What follows belongs to an exercise in optimizing a design on an open flow for small area, a short achievable clock period and few clock cycles; a production flow would make more cautious choices. Function was checked by simulation only, so behaviour that the tests miss may differ from the original. Power is estimated from default activity; no workload was simulated.

## flow/design.v (module list and top-level ports; edited modules follow where they fit)
// module M1: 749 lines
module M1 (
	input logic Clock,
	input logic resetn,
	input logic [15:0] SRAM_read_data,
	input logic start,
	output logic [17:0] SRAM_address,
	output logic done,
	output logic [15:0] SRAM_write_data,
	output logic SRAM_we_n
);
  // ...
==> flow/flow/run.sh <==
#!/bin/bash
cat standard.sh > standard_sh.txt
export SETUP_SLACK_MARGIN=10.5
bash standard.sh > standard.log 2>&1
==> flow/standard.sh <==
#!/bin/bash
# synth_recipe.tcl (not shown) runs the flow's synth.tcl, then flattens the netlist and writes it again
# the make line also repeats each setting of config.mk as NAME=value (left out here)
make -C /OpenROAD-flow-scripts/flow DESIGN_CONFIG=/design/flow/config.mk WORK_HOME=/design/flow/orfs CLKGATE_MAP_FILE= SYNTH_SCRIPT=/design/flow/synth_recipe.tcl "${@:-finish}"
==> flow/config.mk <==
export PLATFORM = sky130hd
export DESIGN_NAME = M1
export DESIGN_NICKNAME = M1
export VERILOG_FILES = /design/flow/design.v
export SDC_FILE = /design/flow/constraint.sdc
export NUM_CORES = 4
export LEC_CHECK = 0
export CAP_MARGIN = 20
export CORE_MARGIN = 2
export CORE_UTILIZATION = 45
export PLACE_DENSITY = 0.6
export SLEW_MARGIN = 20
==> flow/constraint.sdc <==
create_clock -name core_clock -period 14.0 [get_ports {Clock}]
set_input_delay 2.8000 -clock core_clock [delete_from_list [all_inputs] [get_ports {Clock}]]
set_output_delay 2.8000 -clock core_clock [all_outputs]
set_load 0.01 [all_outputs]
==> qor.csv, run 1 <==
stage,metric,value,unit
cts,clkTransAtPathRegs,0.06,ns
setup_path,crit_cells,17,
power_and_ir_drop,swShare,38.4,%
worst_hold_path,hp-class,register to register,
cts,clk_latency,0.60,ns
global_route,grtUsageTotal,20.8,%
power_and_ir_drop,clk-power,1020,µW
sta,hold_ws,0.411,ns
layout,diodes,0,
synth,synthTopCellsByArea,"edfxtp_1, fa_1, dfxtp_1, ha_1, inv_1",
layout,fillers,4141,
setup_path,crit_buf_inv,3,
setup_path,startpoint,sel_x,
global_route,busiest_layer,met2,
layout,finalInstanceArea,0.0255,mm²
drt,num_vias,13800,
worst_hold_path,hold_depth,0,
setup_path,crit_chain,"buf_4, mux2i_4, or2_2, a21boi_0, fa_1, inv_1, fa_1, inv_1, fa_1, ha_1, ha_1, a21o_1, a21oi_2, nand2_1, a41oi_2, a21oi_1, o31a_1",
synth,yosysSeqAreaShare,41.6,%
outcome,status,no timing/DRC/antenna violations,
setup_path,worstSetupEndpointType,register,
cts,clock_sinks,343,
drt,wl_met2,24300,µm
layout,inverters_excl_clock,318,
synth,synth_flop_cell,edfxtp_1,
layout,multi_input_gates,1134,
drt,drt_wl_total,50600,µm
layout,signal_buffers,154,
synth,synth_top_family_by_area,adder cells,
synth,netlist_instances,1837,
setup_path,crit_fanout,7,
worst_hold_path,min_from,win[3][1],
setup_path,r2r_start,sel_x,
Testbench counts, summed over its fixed seeds: cycles 779,580.
==> inputs of run 2 (changes only) <==
==> flow/flow/run.sh (replaced) <==
#!/bin/bash
cat standard.sh > standard_sh.txt
export SETUP_SLACK_MARGIN=10.0
bash standard.sh > standard.log 2>&1
==> qor.csv, run 2 <==
stage,metric,value,unit,change
setup_path,crit_fanout,2,,was 7
die,std_cell_rows,80,,unchanged
layout,nNetsFinal,2380,,"was 2,396"
global_route,grt_pass1_wl,79300,µm,"was 80,400 µm"
synth,ys_top_cells_by_count,"inv_1, fa_1, edfxtp_1, ha_1, dfxtp_1",,unchanged
placement,dpl.hpwl,37400,µm,"was 38,000 µm"
placement,place_ws,9.12,ns,was 9.16 ns
synth,async_reset_ff_share,2.62,%,unchanged
synth,synth.avg_cell_area,11.9,µm²,unchanged
sta,setup_slack,9.88,ns,was 9.85 ns
setup_path,r2r_start,win[6][0],,was sel_x
global_route,grtUsageTotal,20.4,%,was 20.8%
cts,clkTransAtPathRegs,0.06,ns,about the same
sta,report.final.slew_viol_count,0,,unchanged
synth,synth_nets,2243,,unchanged
cts,cts.htree.levels,2,,unchanged
synth,synth_largest_area_cell,edfxtp_1,,unchanged
sta,layout_min_cycle_time,4.12,ns,was 4.15 ns
placement,placed_area,0.0231,mm²,about the same
die,core,0.0478,mm²,unchanged
placement,port_buffers,54,,unchanged
sta,max_freq,0.243,GHz,was 0.241 GHz
sta,maxSlewHeadroom,35.9,%,was 34.9%
die,die_w,224,µm,unchanged
cts,cts-root-buf,clkbuf_16,,unchanged
setup_path,cp.required,14.53,ns,was 14.48 ns
setup_path,startpoint,win[6][0],,was sel_x
cts,cts_buffers,38,,was 39
drt,via_per_inst,5.14,,was 5.23
global_route,grt_pass1_vias,14300,,"was 14,700"
outcome,status,no timing/DRC/antenna violations,,unchanged
sta,final.setup.tns,0,ns,unchanged
layout,finalInstanceArea,0.0253,mm²,was 0.0255 mm²
synth,synth_flop_cell,edfxtp_1,,unchanged
synth,synth_edf_count,218,,unchanged
setup_path,worstSetupEndpointType,register,,unchanged
synth,synth_warnings,2,,unchanged
drt,drt-initial-drc-count,659,,was 778
layout,reg.largest.list,"win (96), SRAM_address (18), rgb_cnt (18)",,unchanged
global_route,globalRouteOverflowTotal,0,,unchanged
layout,syn_to_final_growth,16.0,%,was 16.9%
setup_path,start_kind,register,,unchanged
layout,mostFrequentLayoutCell,inv_1,,unchanged
setup_path,crit_arrival,4.65,ns,was 4.64 ns
synth,post-synth-top-count-cell,inv_1,,unchanged
drt,drt_wl_total,49400,µm,"was 50,600 µm"
drt,num_vias,13500,,"was 13,800"
layout,fillers,4154,,"was 4,141"
layout,register_area,0.00911,mm²,was 0.00912 mm²
drt,drc,0,,unchanged
layout,largest_reg_flops,96,,unchanged
run,drv_cap,0,,unchanged
sta,tightest_slew,0.961,ns,was 0.976 ns
die,die_h,224,µm,unchanged
drt,ant_nets,0,,unchanged
global_route,antenna_found_initial,0,,was 2
setup_path,crit_chain,"ha_2, fa_2, a21o_1, a21oi_2, o21bai_2, a21oi_2, nor2b_1, o21ai_1, nand2b_1, fa_2, inv_2, fa_2, inv_2, fa_2, inv_2, fa_1, fa_2",,"was buf_4, mux2i_4, or2_2, a21boi_0, fa_1, inv_1, fa_1, inv_1, fa_1, ha_1, ha_1, a21o_1, a21oi_2, nand2_1, a41oi_2, a21oi_1, o31a_1"
setup_path,max_stage_delay,0.52,ns,was 0.54 ns
synth,synth_cell_type_count,77,,unchanged
power_and_ir_drop,peakVddDrop,154,µV,was 176 µV
drt,drtPass1Iterations,5,,unchanged
power_and_ir_drop,p_leak,0.0112,µW,about the same
layout,final_cell_mix,"inv_1, edfxtp_1, fa_1, ha_1, dfxtp_1",,unchanged
cts,clk_latency,0.58,ns,was 0.60 ns
die,die_area,0.0503,mm²,unchanged
cts,tritoncts,built,,unchanged
cts,clock_sinks,343,,unchanged
setup_path,timing_worst_setup_path_type,register to register,,unchanged
sta,skew,0.0176,ns,was 0.0360 ns
synth,synthTopCellsByArea,"edfxtp_1, fa_1, dfxtp_1, ha_1, inv_1",,unchanged
sta,rsz0062_at_grt,true,,unchanged
die,io_pins,55,,unchanged
sta,finalHoldViolCount,0,,unchanged
worst_hold_path,hp-class,register to register,,unchanged
sta,fin_crit_sh,29.5,%,was 29.7%
placement,place_congestion,0.900,,was 0.901
synth,synth_top_cell_area_share,30.0,%,unchanged
setup_path,crit_top_cell,fa_2,,was fa_1
die,start_util,45.7,%,unchanged
worst_hold_path,min_from,win[7][3],,was win[3][1]
synth,synthesis.area,0.0219,mm²,unchanged
layout,diodes,0,,unchanged
setup_path,slowest_stage,fa_2,,was fa_1
synth,yosysSeqAreaShare,41.6,%,unchanged
synth,netlist_instances,1837,,unchanged
global_route,grt_max_degree,79,,was 56
cts,cts_buffer_depth,3,,unchanged
layout,max_flop_register,win,,unchanged
layout,drive_gt1_share,16.7,%,was 19.9%
synth,ys_ff_latch,343,,unchanged
setup_path,reg2reg_slack,9.88,ns,was 9.85 ns
sta,setup_viol,0,,unchanged
power_and_ir_drop,pwr_density_cell,176,mW/mm²,was 178 mW/mm²
drt,detail_route.wl_per_cell,18.9,µm,was 19.2 µm
layout,multiInputGateArea,0.0118,mm²,was 0.0120 mm²
-- run 2: cell counts after synthesis --
No cell type changed its count.
-- run 2: logic make-up (layout without fill, tap and decap cells) --
| logic type | after synthesis | after routing | share of synthesized area, % |
|---|---|---|---|
| AOI/OAI and AO/OA | 270 | 270 | 8.04 |
| xor gates and xnor gates | 96 | 96 | 3.85 |
| adders and majority gates | 387 | 387 | 29.7 |
| buffers and inverters | 360 | 527 | 6.42 |
| DFF | 343 | 343 | 41.6 |
| muxes | 49 | 49 | 2.85 |
| and+or+nand+nor | 332 | 332 | 7.51 |
-- run 2: cell type report --
class | instances | share of cell area [%]
clock buffers | 58 | 4.38
clock inverters | 12 | 0.908
inverters | 318 | 4.76
multi-input cells | 1134 | 46.7
flip-flops and latches | 343 | 35.9
well taps | 615 | 3.04
repair buffers | 139 | 4.31
-- run 2: metal layers --
| layer | up-vias | part of all wire [%] | track usage [%] |
|---|---|---|---|
| li1 | 6455 | - | - |
| met1 | 6688 | 46 | 27.8 |
| met2 | 246 | 48 | 34.5 |
| met3 | 62 | 3.6 | 2.91 |
| met4 | 0 | 2.2 | 5.66 |
| met5 | - | 0 | 0 |
-- run 2: worst paths after layout --
kind | endpoint | cells past startpoint
max reg2reg | flb_r[3] | 17
min reg2reg | win[6][3] | 0
min in group asynchronous | done | 1
max | flb_r[3] | 17
min | win[6][3] | 0
max in group asynchronous | ph[0] | 1
-- run 2: critical path, delay by kind of cell, from the launching register on --
kind	cells	cell delay (ns)
AOI/OAI and AO/OA	5	0.87
adders and majority gates	7	2.41
buffers and inverters	3	0.17
DFF	1	0.40
and+or+nand+nor	2	0.22
-- run 2: what timing repair did --
item                                    CTS  global route
resized for setup                       174            67
endpoints found under the setup margin   55            28
buffers inserted                         43            33
hold buffers                              0             0
pin swaps                                24            58
-- run 2: metrics by stage --
step                      util (%)  hold WS [ns]  power (µW)  std cells
after CTS                     52.1         0.415        4490       2586
after global placement        48.2         0.400        3300       2473
after floorplan                  -         0.400        2730       1837
after detailed placement      48.2         0.405        3370       2473
after global routing          53.0         0.423        4920       2619
final                         53.0         0.413        4470       2619
-- run 2: power by group --
| part | total (µW) | internal (µW) | switching [µW] |
|---|---|---|---|
| clock network | 1050 | 631 | 424 |
| logic | 2220 | 1000 | 1210 |
| registers | 1200 | 1160 | 38.5 |
| total | 4470 | 2800 | 1670 |
==> inputs of run 3 (changes only) <==
==> flow/flow/run.sh (replaced) <==
#!/bin/bash
export SETUP_SLACK_MARGIN=10.0
export CTS_BUF_LIST=sky130_fd_sc_hd__clkbuf_8
export CTS_CLUSTER_SIZE=30
bash standard.sh > standard.log 2>&1
==> qor.csv, run 3 <==
stage,metric,value,unit,change
layout,max_flop_register,win,,unchanged
cts,cts-root-buf,clkbuf_8,,was clkbuf_16
drt,ant_nets,0,,unchanged
placement,place_congestion,0.900,,unchanged
layout,nNetsFinal,2391,,"was 2,380"
setup_path,crit_buf_inv,5,,was 3
setup_path,startpoint,opv[7],,was win[6][0]
die,die_area,0.0503,mm²,unchanged
global_route,antenna_found_initial,0,,unchanged
cts,clk_latency,0.69,ns,was 0.58 ns
synth,synth_cell_type_count,77,,unchanged
die,start_util,45.7,%,unchanged
layout,mostFrequentLayoutCell,inv_1,,unchanged
setup_path,crit_fanout,7,,was 2
cts,cts_buffer_depth,3,,unchanged
setup_path,crit_arrival,4.71,ns,was 4.65 ns
drt,detail_route.wl_per_cell,18.8,µm,was 18.9 µm
run,drv_cap,0,,unchanged
drt,drt_wl_total,49900,µm,"was 49,400 µm"
cts,tritoncts,built,,unchanged
synth,synthesis.area,0.0219,mm²,unchanged
synth,ys_ff_latch,343,,unchanged
layout,reg.largest.list,"win (96), SRAM_address (18), rgb_cnt (18)",,unchanged
cts,clkTransAtPathRegs,0.06,ns,about the same
setup_path,r2r_start,opv[7],,was win[6][0]
setup_path,slowest_stage,fa_1,,was fa_2
power_and_ir_drop,peakVddDrop,155,µV,was 154 µV
setup_path,timing_worst_setup_path_type,register to register,,unchanged
power_and_ir_drop,pwr_density_cell,170,mW/mm²,was 176 mW/mm²
placement,dpl.hpwl,37400,µm,unchanged
die,std_cell_rows,80,,unchanged
sta,final.setup.tns,0,ns,unchanged
sta,max_freq,0.242,GHz,was 0.243 GHz
sta,layout_min_cycle_time,4.13,ns,was 4.12 ns
synth,synth_flop_cell,edfxtp_1,,unchanged
global_route,grt_pass1_vias,14600,,"was 14,300"
sta,rsz0062_at_grt,true,,unchanged
worst_hold_path,hp-class,register to register,,unchanged
sta,skew,0.0286,ns,was 0.0176 ns
drt,drt-initial-drc-count,625,,was 659
layout,largest_reg_flops,96,,unchanged
synth,async_reset_ff_share,2.62,%,unchanged
synth,synth.avg_cell_area,11.9,µm²,unchanged
layout,drive_gt1_share,17.0,%,was 16.7%
power_and_ir_drop,p_leak,0.0112,µW,about the same
setup_path,start_kind,register,,unchanged
drt,drtPass1Iterations,5,,unchanged
synth,synth_nets,2243,,unchanged
die,core,0.0478,mm²,unchanged
sta,hold_ws,0.411,ns,was 0.413 ns
drt,via_per_inst,5.12,,was 5.14
synth,synth_warnings,2,,unchanged
sta,maxSlewHeadroom,35.5,%,was 35.9%
synth,ys_top_cells_by_count,"inv_1, fa_1, edfxtp_1, ha_1, dfxtp_1",,unchanged
cts,cts.htree.levels,2,,unchanged
sta,finalHoldViolCount,0,,unchanged
sta,report.final.slew_viol_count,0,,unchanged
placement,port_buffers,54,,unchanged
synth,netlist_instances,1837,,unchanged
setup_path,crit_family,adder cells,,unchanged
drt,drc,0,,unchanged
setup_path,crit_chain,"inv_1, o21a_4, inv_1, ha_1, inv_1, fa_1, fa_1, inv_1, fa_1, inv_1, ha_1, a21o_1, a21o_1, a21oi_1, nand2_1, a41oi_1, a21oi_1, o31a_1",,"was ha_2, fa_2, a21o_1, a21oi_2, o21bai_2, a21oi_2, nor2b_1, o21ai_1, nand2b_1, fa_2, inv_2, fa_2, inv_2, fa_2, inv_2, fa_1, fa_2"
synth,synth_edf_count,218,,unchanged
cts,clock_sinks,343,,unchanged
sta,fin_crit_sh,29.5,%,about the same
setup_path,cp.required,14.58,ns,was 14.53 ns
synth,synthTopCellsByArea,"edfxtp_1, fa_1, dfxtp_1, ha_1, inv_1",,unchanged
setup_path,crit_top_cell,inv_1,,was fa_2
cts,ctsHoldBuffers,0,,unchanged
outcome,status,no timing/DRC/antenna violations,,unchanged
setup_path,worstSetupEndpointType,register,,unchanged
cts,cts_buffers,59,,was 38
synth,post-synth-top-count-cell,inv_1,,unchanged
global_route,grt_pass1_wl,80400,µm,"was 79,300 µm"
die,io_pins,55,,unchanged
setup_path,max_stage_delay,0.52,ns,about the same
die,die_h,224,µm,unchanged
global_route,grt_max_degree,79,,unchanged
layout,final_cell_mix,"inv_1, edfxtp_1, fa_1, ha_1, dfxtp_1",,unchanged
global_route,globalRouteOverflowTotal,0,,unchanged
global_route,grtUsageTotal,20.6,%,was 20.4%
sta,tightest_slew,0.967,ns,was 0.961 ns
die,die_w,224,µm,unchanged
layout,final_core_util,52.3,%,was 53.0%
layout,diodes,0,,unchanged
drt,num_vias,13600,,"was 13,500"
synth,yosysSeqAreaShare,41.6,%,unchanged
worst_hold_path,min_from,win[7][3],,unchanged
layout,syn_to_final_growth,14.6,%,was 16.0%
synth,synth_top_cell_area_share,30.0,%,unchanged
synth,synth_largest_area_cell,edfxtp_1,,unchanged
sta,setup_viol,0,,unchanged
[run 3: cell counts after synthesis]
No cell type changed its count.
[run 3: layer usage]
layer	track usage (%)	share of wire [%]	up-vias
met1	27.7	46	6727
met4	6.17	2.4	0
met3	3.14	3.9	96
met5	0	0	-
met2	34.8	48	263
li1	-	-	6492
[run 3: what timing repair did]
item	CTS	global route
buffers inserted	42	24
endpoints found under the setup margin	55	48
pin swaps	21	38
gates resized for setup	215	50
[run 3: report_power, final]
| part | leakage, µW | total [µW] | internal, µW | switching (µW) |
|---|---|---|---|---|
| Combinational | 0.00713 | 2160 | 969 | 1190 |
| Sequential | 0.00335 | 1210 | 1160 | 44.4 |
| Clock | 0.000687 | 895 | 462 | 433 |
| Total | 0.0112 | 4260 | 2590 | 1670 |
[run 3: kinds of logic (layout without fill, tap and decap cells)]
kind of cell	after synthesis	count (layout)	synth area share, %
compound gates	270	270	8.04
xor+xnor	96	96	3.85
fa+ha+maj	387	387	29.7
buf+inv	360	559	6.42
flops	343	343	41.6
mux	49	49	2.85
simple gates	332	332	7.51
[run 3: layout make-up]
type / count / area [µm²]
fill: 4215 / 22800
inverter: 318 / 1200
clock buffer: 67 / 922
multi-input combinational: 1134 / 11800
clock inverter: 45 / 245
sequential: 343 / 9110
tap: 615 / 769
timing repair buffer: 129 / 968
[run 3: final timing paths]
path | endpoint | slack [ns] | depth (start not counted)
setup / recovery | rbc_r | 9.87 | 18
min in group asynchronous | state[1] | 2.43 | 1
hold / removal | win[6][3] | 0.41 | 0
max in group asynchronous | SRAM_we_n | 11.23 | 1
setup reg to reg | rbc_r | 9.87 | 18
hold reg to reg | win[6][3] | 0.41 | 0
[run 3: stage by stage]
stage	cells	setup slack [ns]	power, µW	area (µm²)
after floorplan	1837	9.81	2730	21900
after global placement	2473	9.21	3300	23100
after detailed placement	2473	9.12	3370	23100
after CTS	2627	9.82	4310	24600
after global routing	2651	9.70	4710	25000
final	2651	9.87	4260	25000

-- afterwards: timing with drivers on the ports --
The flow's constraints put no driver on any port. The routed layouts listed below were extracted and timed again, unchanged, in two steps. Step 1 sets driving cells, clkbuf_16 on the clock port and buf_2 on the other inputs (assumed; they add their load-dependent delay and slew). Step 2, shift: input delay + t, output delay - t, t = (earliest + latest rising clock arrival at the registers) / 2. This alone moves slack from input paths to output paths. Three values: ideal ports, drivers, drivers and shift; two values: the first two.
| run | t (ns) | slack for setup (ns) | clock arrival spread, ns | worst register clock-pin slew, ns | worst data-port slew with drivers (ns) |
|---|---|---|---|---|---|
| run 1 | 0.639 | 9.848 / 9.848 / 9.848 | 0.038 / 0.038 | 0.06 / 0.06 | 0.04 |
| run 2 | 0.625 | 9.876 / 9.876 / 9.641 | 0.022 / 0.021 | 0.06 / 0.06 | 0.04 |
| run 3 | 0.730 | 9.869 / 9.853 / 9.617 | 0.031 / 0.030 | 0.08 / 0.08 | 0.04 |
After both steps setup and hold are still met in every run listed. For run 3, which loses most, drivers alone change the setup slack by -0.016 ns; drivers and shift together by -0.252 ns.
